From an optimization exercise on the open Yosys and OpenROAD flow, aimed at a short achievable clock period and few clock cycles; shortcuts taken in it are not production practice.

==> v29: inputs <==
Design npc, start of the top module:
module npc(
    input  wire        clk,
    input  wire        rst,
    output wire [31:0] pc,
    input  wire [31:0] instr,
    output wire [31:0] dmem_addr,
    input  wire [31:0] dmem_rdata,
    output wire        dmem_we,
    output wire [1:0]  dmem_size,
    output wire [31:0] dmem_wdata
);
    localparam OP_LUI   = 7'b0110111;
    localparam OP_AUIPC = 7'b0010111;
    localparam OP_JAL   = 7'b1101111;
    localparam OP_JALR  = 7'b1100111;
    localparam OP_BR    = 7'b1100011;
    localparam OP_LD    = 7'b0000011;
    localparam OP_ST    = 7'b0100011;
    localparam OP_IMM   = 7'b0010011;
    localparam OP_OP    = 7'b0110011;
    localparam OP_SYS   = 7'b1110011;
    reg  [31:0] pc_f;
    reg  [7:0]  bt_v;
    reg  [26:0] bt_tag [0:7];
    reg  [31:0] bt_tgt [0:7];
    reg         bw_v;                 
    reg  [2:0]  bw_i;
    reg  [26:0] bw_tag;
    reg  [31:0] bw_tgt;
    reg         v_d, pb_d;
  ...
export LEC_CHECK = 0
export ABC_CLOCK_PERIOD_IN_PS = 3000
export CAP_MARGIN = 20
export CORE_MARGIN = 2
export CORE_UTILIZATION = 40
export SLEW_MARGIN = 20
export SYNTH_HIERARCHICAL = 1
create_clock -name core_clock -period 11.0 [get_ports {clk}]
standard.sh (not shown) runs the stock make flow with config.mk's settings and CLKGATE_MAP_FILE= SYNTH_SCRIPT=/design/flow/synth_recipe.tcl, a recipe that flattens the netlist after the stock synthesis.
==> flow/flow/run.sh <==
#!/bin/bash
# Own layout flow: the standard synthesis unchanged, then the standard ORFS layout with
#  - a larger setup margin for repair_timing, so the resizer aims at a cycle much shorter than
#    the 11 ns clock of the (unchanged) SDC;
#  - port buffers of a stronger cell than the default choice (every port still gets one).
# Each tool's output goes to a log file here.
set -euo pipefail
MARGIN=$(cat flow/margin.txt)
bash standard.sh synth > synth.log 2>&1
bash standard.sh SETUP_SLACK_MARGIN=$MARGIN "BUFFER_PORTS_ARGS=-buffer_cell sky130_fd_sc_hd__buf_4" finish > layout.log 2>&1
==> flow/flow/margin.txt <==
7.4
==> v27 (differences from v29) <==
--- a/flow/design.v
+++ b/flow/design.v
@@ -1,53 +1,67 @@
-module pfx_gp(input wire gh, input wire ph, input wire gl, input wire pl, output wire g, output wire p);
-    assign g = gh | (ph & gl);
-    assign p = ph & pl;
+module pfx_gp_n(input wire gh, input wire ph, input wire gl, input wire pl, output wire gn, output wire pn);
+    assign gn = ~(gh | (ph & gl));
+    assign pn = ~(ph & pl);
 endmodule
-module pfx_g(input wire gh, input wire ph, input wire gl, output wire g);
-    assign g = gh | (ph & gl);
+module pfx_gp_p(input wire gnh, input wire pnh, input wire gnl, input wire pnl, output wire g, output wire p);
+    assign g = ~(gnh & (pnh | gnl));
+    assign p = ~(pnh | pnl);
 endmodule
-module ks32(input wire [31:0] g, input wire [31:0] p, output wire [31:0] G);
+module pfx_inv(input wire a, output wire y);
+    assign y = ~a;
+endmodule
+module ks32(input wire [31:0] g, input wire [31:0] p, output wire [31:0] GN);
     wire [31:0] gl [0:5];
-    wire [31:0] pl [0:4];
+    wire [31:0] pl [0:5];
     assign gl[0] = g;
     assign pl[0] = p;
     genvar l, i;
     generate
         for (l = 0; l < 5; l = l + 1) begin : lv
             for (i = 0; i < 32; i = i + 1) begin : bt
                 if (i >= (1 << l)) begin : c
-                    if (l < 4) begin : gp
-                        pfx_gp u(.gh(gl[l][i]), .ph(pl[l][i]), .gl(gl[l][i - (1 << l)]),
-                                 .pl(pl[l][i - (1 << l)]), .g(gl[l+1][i]), .p(pl[l+1][i]));
-                    end else begin : go
-                        pfx_g u(.gh(gl[l][i]), .ph(pl[l][i]), .gl(gl[l][i - (1 << l)]), .g(gl[l+1][i]));
+                    if (l % 2 == 0) begin : n
+                        pfx_gp_n u(.gh(gl[l][i]), .ph(pl[l][i]), .gl(gl[l][i - (1 << l)]),
+                                   .pl(pl[l][i - (1 << l)]), .gn(gl[l+1][i]), .pn(pl[l+1][i]));
+                    end else begin : q
+                        pfx_gp_p u(.gnh(gl[l][i]), .pnh(pl[l][i]), .gnl(gl[l][i - (1 << l)]),
+                                   .pnl(pl[l][i - (1 << l)]), .g(gl[l+1][i]), .p(pl[l+1][i]));
                     end
                 end else begin : k
-                    assign gl[l+1][i] = gl[l][i];
-                    if (l < 4) begin : kp
-                        assign pl[l+1][i] = pl[l][i];
-                    end
+                    pfx_inv ug(.a(gl[l][i]), .y(gl[l+1][i]));
+                    pfx_inv up(.a(pl[l][i]), .y(pl[l+1][i]));
                 end
             end
         end
     endgenerate
-    assign G = gl[5];
+    assign GN = gl[5];
 endmodule
 module add32(input wire [31:0] a, input wire [31:0] b, output wire [31:0] s);
     wire [31:0] p = a ^ b;
-    wire [31:0] G;
-    ks32 u(.g(a & b), .p(p), .G(G));
-    assign s = p ^ {G[30:0], 1'b0};
+    wire [31:0] GN;
+    ks32 u(.g(a & b), .p(p), .GN(GN));
+    assign s = p ^ ~{GN[30:0], 1'b1};
 endmodule
 module sub32(input wire [31:0] a, input wire [31:0] b, output wire [31:0] d,
-             output wire ltu, output wire lts);
+             output wire ltu, output wire lts, output wire co);
     wire [31:0] p = a ^ ~b;
-    wire [31:0] G;
-    ks32 u(.g({a[31:1] & ~b[31:1], a[0] | ~b[0]}), .p(p), .G(G));
-    assign d   = p ^ {G[30:0], 1'b1};
-    assign ltu = ~G[31];
-    assign lts = ~G[31] ^ a[31] ^ b[31];
+    wire [31:0] GN;
+    ks32 u(.g({a[31:1] & ~b[31:1], a[0] | ~b[0]}), .p(p), .GN(GN));
+    assign d   = p ^ ~{GN[30:0], 1'b0};
+    assign ltu = GN[31];
+    assign lts = GN[31] ^ a[31] ^ b[31];
+    assign co  = ~GN[31];
+endmodule
+module redir_unit(input wire v, input wire bq_eq, input wire bq_lt, input wire bq_lu, input wire bq_nv,
+                  input wire bk, input wire pred, input wire jalr, input wire eq, input wire ltu,
+                  input wire a31, input wire b31, output wire redir);
+    wire bmis = (bq_eq && (eq ^ bk)) || (bq_lt && (ltu ^ a31 ^ b31 ^ bk)) ||
+                (bq_lu && (ltu ^ bk)) || (bq_nv && pred);
+    assign redir = v && (bmis || (jalr && !pred));
+endmodule
+module mux32(input wire sel, input wire [31:0] a, input wire [31:0] b, output wire [31:0] y);
+    assign y = sel ? a : b;
 endmodule
 module npc(
     input  wire        clk,
     input  wire        rst,
     output wire [31:0] pc,
@@ -92,10 +106,11 @@
     wire        dv_x    = dv_xr    & ~kill_x;
     reg  [31:0] pc_x, a_x, b_x, s_x, dval_x, alt_x;
     reg  [4:0]  rd_x, zimm_x;
     reg  [2:0]  f3_x;
     reg         pred_x;
+    reg         bq_eq, bq_lt, bq_lu, bq_nv, bk_x;
     reg         sub_x;
     reg         s_add, s_sll, s_sr, s_sra, s_slt, s_sltu, s_xor, s_or, s_and, s_dval, s_csr;
     reg         c_mstatus, c_mtvec, c_mepc, c_mcause, c_mvendorid, c_marchid;
     reg         wen_m, ld_m, we_m;
     reg  [4:0]  rd_m;
@@ -177,13 +192,13 @@
     add32 u_aui(.a(pc_f), .b(fimm_u), .s(aui_f));
     add32 u_jtgt(.a(dval_d), .b(fimm_i), .s(jtgt_f));
     wire [31:0] A = a_x;
     wire [31:0] B = b_x;
     wire [31:0] sum, diff;
-    wire        ltu, lts;
+    wire        ltu, lts, sub_co;
     add32 u_sum(.a(A), .b(B), .s(sum));
-    sub32 u_sub(.a(A), .b(B), .d(diff), .ltu(ltu), .lts(lts));
+    sub32 u_sub(.a(A), .b(B), .d(diff), .ltu(ltu), .lts(lts), .co(sub_co));
     wire        eq   = A == B;
     wire [31:0] shl  = A << B[4:0];
     wire [31:0] shr  = {{32{s_sra & A[31]}}, A} >> B[4:0];
     wire [31:0] csr_old = ({32{c_mstatus}} & mstatus) | ({32{c_mtvec}} & mtvec) |
                           ({32{c_mepc}} & mepc) | ({32{c_mcause}} & mcause) |
@@ -208,11 +223,17 @@
             3'b110: taken_x = ltu;
             3'b111: taken_x = ~ltu;
             default: taken_x = 1'b0;
         endcase
     end
-    wire redir_x = v_x && ((br_x && (taken_x != pred_x)) || (jalr_x && !pred_x));
+    wire redir_x, redir_o;
+    redir_unit u_redir(.v(v_x), .bq_eq(bq_eq), .bq_lt(bq_lt), .bq_lu(bq_lu), .bq_nv(bq_nv), .bk(bk_x),
+                       .pred(pred_x), .jalr(jalr_x), .eq(eq), .ltu(ltu), .a31(A[31]), .b31(B[31]),
+                       .redir(redir_x));
+    redir_unit u_redir_o(.v(v_x), .bq_eq(bq_eq), .bq_lt(bq_lt), .bq_lu(bq_lu), .bq_nv(bq_nv), .bk(bk_x),
+                         .pred(pred_x), .jalr(jalr_x), .eq(eq), .ltu(ltu), .a31(A[31]), .b31(B[31]),
+                         .redir(redir_o));
     wire [31:0] xtgt = jalr_x ? {sum[31:1], 1'b0} : alt_x;
     reg [31:0] ldv;
     always @(*) begin
         case (f3_m[1:0])
             2'b00:   ldv = {{24{~f3_m[2] & dmem_rdata[7]}},  dmem_rdata[7:0]};
@@ -230,18 +251,20 @@
     wire go_d    = v_d && !stall_d;                   
     wire bt_wr   = redir_d && want_d && !jalr_ok;
     always @(posedge clk or posedge rst) begin
         if (rst) begin
             pc_f    <= 32'h80000000;
+            pc_o    <= 32'h80000000;
             bt_v    <= 8'd0;
             v_d     <= 1'b0;
             mst_w   <= 1'b0;
             mtv_w   <= 1'b0;
             mep_w   <= 1'b0;
             mca_w   <= 1'b0;
         end else begin
             pc_f <= npc_f;
+            pc_o <= npc_o;
             if (bw_v) bt_v[bw_i] <= 1'b1;
             if (redir_x || redir_d) v_d <= 1'b0;
             else if (!stall_d)      v_d <= 1'b1;
             if (ecall_x) begin
                 mep_w <= 1'b1;
@@ -252,16 +275,25 @@
                 if (c_mepc)    mep_w <= 1'b1;
                 if (c_mcause)  mca_w <= 1'b1;
             end
         end
     end
-    wire ecall_f = instr == 32'h00000073 && !(is_sys && ins_d[31:20] == 12'h305);
-    wire pf_f    = ecall_f || hit_f;
-    assign npc_f = redir_x ? xtgt : stall_d ? pc_f : redir_d ? dnext_d :
-                   ecall_f ? mtvec_fw : hit_f ? bt_tgt[bi_f] : pc4_f;
+    wire ecall_f = instr[6:0] == OP_SYS && instr[14:12] == 3'b000 && !instr[20] && !instr[21] &&
+                   !instr[28] && !(is_sys && ins_d[31:20] == 12'h305);
+    wire jal_f   = instr[6:0] == OP_JAL;
+    wire bwd_f   = instr[6:0] == OP_BR && instr[31];
+    wire pf_f    = ecall_f || jal_f || bwd_f || hit_f;
+    wire [31:0] fe  = ecall_f ? mtvec_fw : hit_f ? bt_tgt[bi_f] : pc4_f;
+    wire [31:0] dh  = stall_d ? pc_f : dnext_d;
+    wire [31:0] fjb, fg, npc_nx;
+    mux32 u_fjb(.sel(jal_f), .a(tgtj_f), .b(tgtb_f), .y(fjb));
+    mux32 u_fg(.sel(jal_f || bwd_f), .a(fjb), .b(fe), .y(fg));
+    mux32 u_fd(.sel(stall_d || redir_d), .a(dh), .b(fg), .y(npc_nx));
+    mux32 u_npc(.sel(redir_x), .a(xtgt), .b(npc_nx), .y(npc_f));
+    wire [31:0] npc_o;
+    mux32 u_npc_o(.sel(redir_o), .a(xtgt), .b(npc_nx), .y(npc_o));
     always @(posedge clk) begin
-            pc_o <= rst ? 32'h80000000 : npc_f;
             bw_v <= bt_wr;
             kill_x   <= redir_x;
             v_xr     <= go_d;
             wen_xr   <= go_d && wen_d;
             ld_xr    <= go_d && is_ld;
@@ -315,10 +347,15 @@
         b_x    <= useimm_d ? imm_d : op2;
         s_x    <= op2;
         dval_x <= dval_d;
         alt_x  <= want_d ? pc4_d : tgt_d;
         pred_x <= want_d;
+        bq_eq  <= is_br && f3_d[2:1] == 2'b00;
+        bq_lt  <= is_br && f3_d[2:1] == 2'b10;
+        bq_lu  <= is_br && f3_d[2:1] == 2'b11;
+        bq_nv  <= is_br && f3_d[2:1] == 2'b01;
+        bk_x   <= f3_d[0] ^ want_d;
         rd_x   <= rd_d;
         zimm_x <= rs1_d;
         f3_x   <= f3_d;
         sub_x  <= is_op && f3_d == 3'b000 && ins_d[30];
         s_add  <= (is_op || is_imm) && f3_d == 3'b000 || is_ld || is_st;
==> flow_metrics.tcl <==
set metrics [dict create \
    status "complete, no violations" \
    core_um2 302000 \
    cp_num_buf_inv 1 \
    dp.final_hpwl_um 330000 \
    vias_per_cell 6.38 \
    antenna_found_initial 56 \
    switchingPower_mw 12.9 \
    drt_wl_total_um 496000 \
    clkPwrFrac_pct 25.2 \
    hp-start "pc_d[24]" \
    area_growth_syn_to_layout_pct 18.7 \
    vias 86450 \
    use_met1_pct 40.1 \
    seq-power_mw 12.0 \
    place_area_um2 127000 \
]
the above is filed under v27

==> flow_metrics.tcl <==
set metrics [dict create \
    vias_per_cell 6.33 \
    antenna_found_initial 40 \
    drt_wl_total_um 497000 \
    switchingPower_mw 11.2 \
    status "complete, no violations" \
    clkPwrFrac_pct 28.5 \
    hp-start "pc_d[3]" \
    use_met1_pct 41.3 \
    place_area_um2 127000 \
    dp.final_hpwl_um 328000 \
    core_um2 297000 \
    area_growth_syn_to_layout_pct 20.0 \
    cp_max_fo 11 \
    seq-power_mw 11.8 \
    buffers 707 \
    vias 86096 \
]
the above is filed under v29

No run of this note included a check of the RTL's function; only the layout flow was run.

## static timing again, ports no longer ideal
The results above use ideal ports. As a check the final layouts listed here were re-extracted and re-timed, cells and wires unchanged. Step 1, drivers: a clkbuf_16 drives clk and a buf_2 each remaining input, both assumed. Step 2 also shifts input and output timing later by t, the mid clock arrival at the registers, as if the neighbouring blocks saw the same clock. Slacks: ideal ports / drivers / drivers and shift; pairs: ideal ports / drivers.
run | t, ns | setup WS [ns] | worst hold slack (ns) | worst data-port slew with drivers (ns) | cell pins on the clock port's net
v29 | 0.977 | 6.760 / 6.760 / 6.233 | 0.326 / 0.326 / 0.326 | 0.11 | 1
v27 | 1.022 | 6.845 / 6.809 / 5.787 | 0.328 / 0.328 / 0.328 | 0.36 | 1
After both steps every run listed still meets setup and hold. For v27, which loses most, drivers alone change the setup slack by -0.036 ns; drivers and shift together by -1.058 ns.
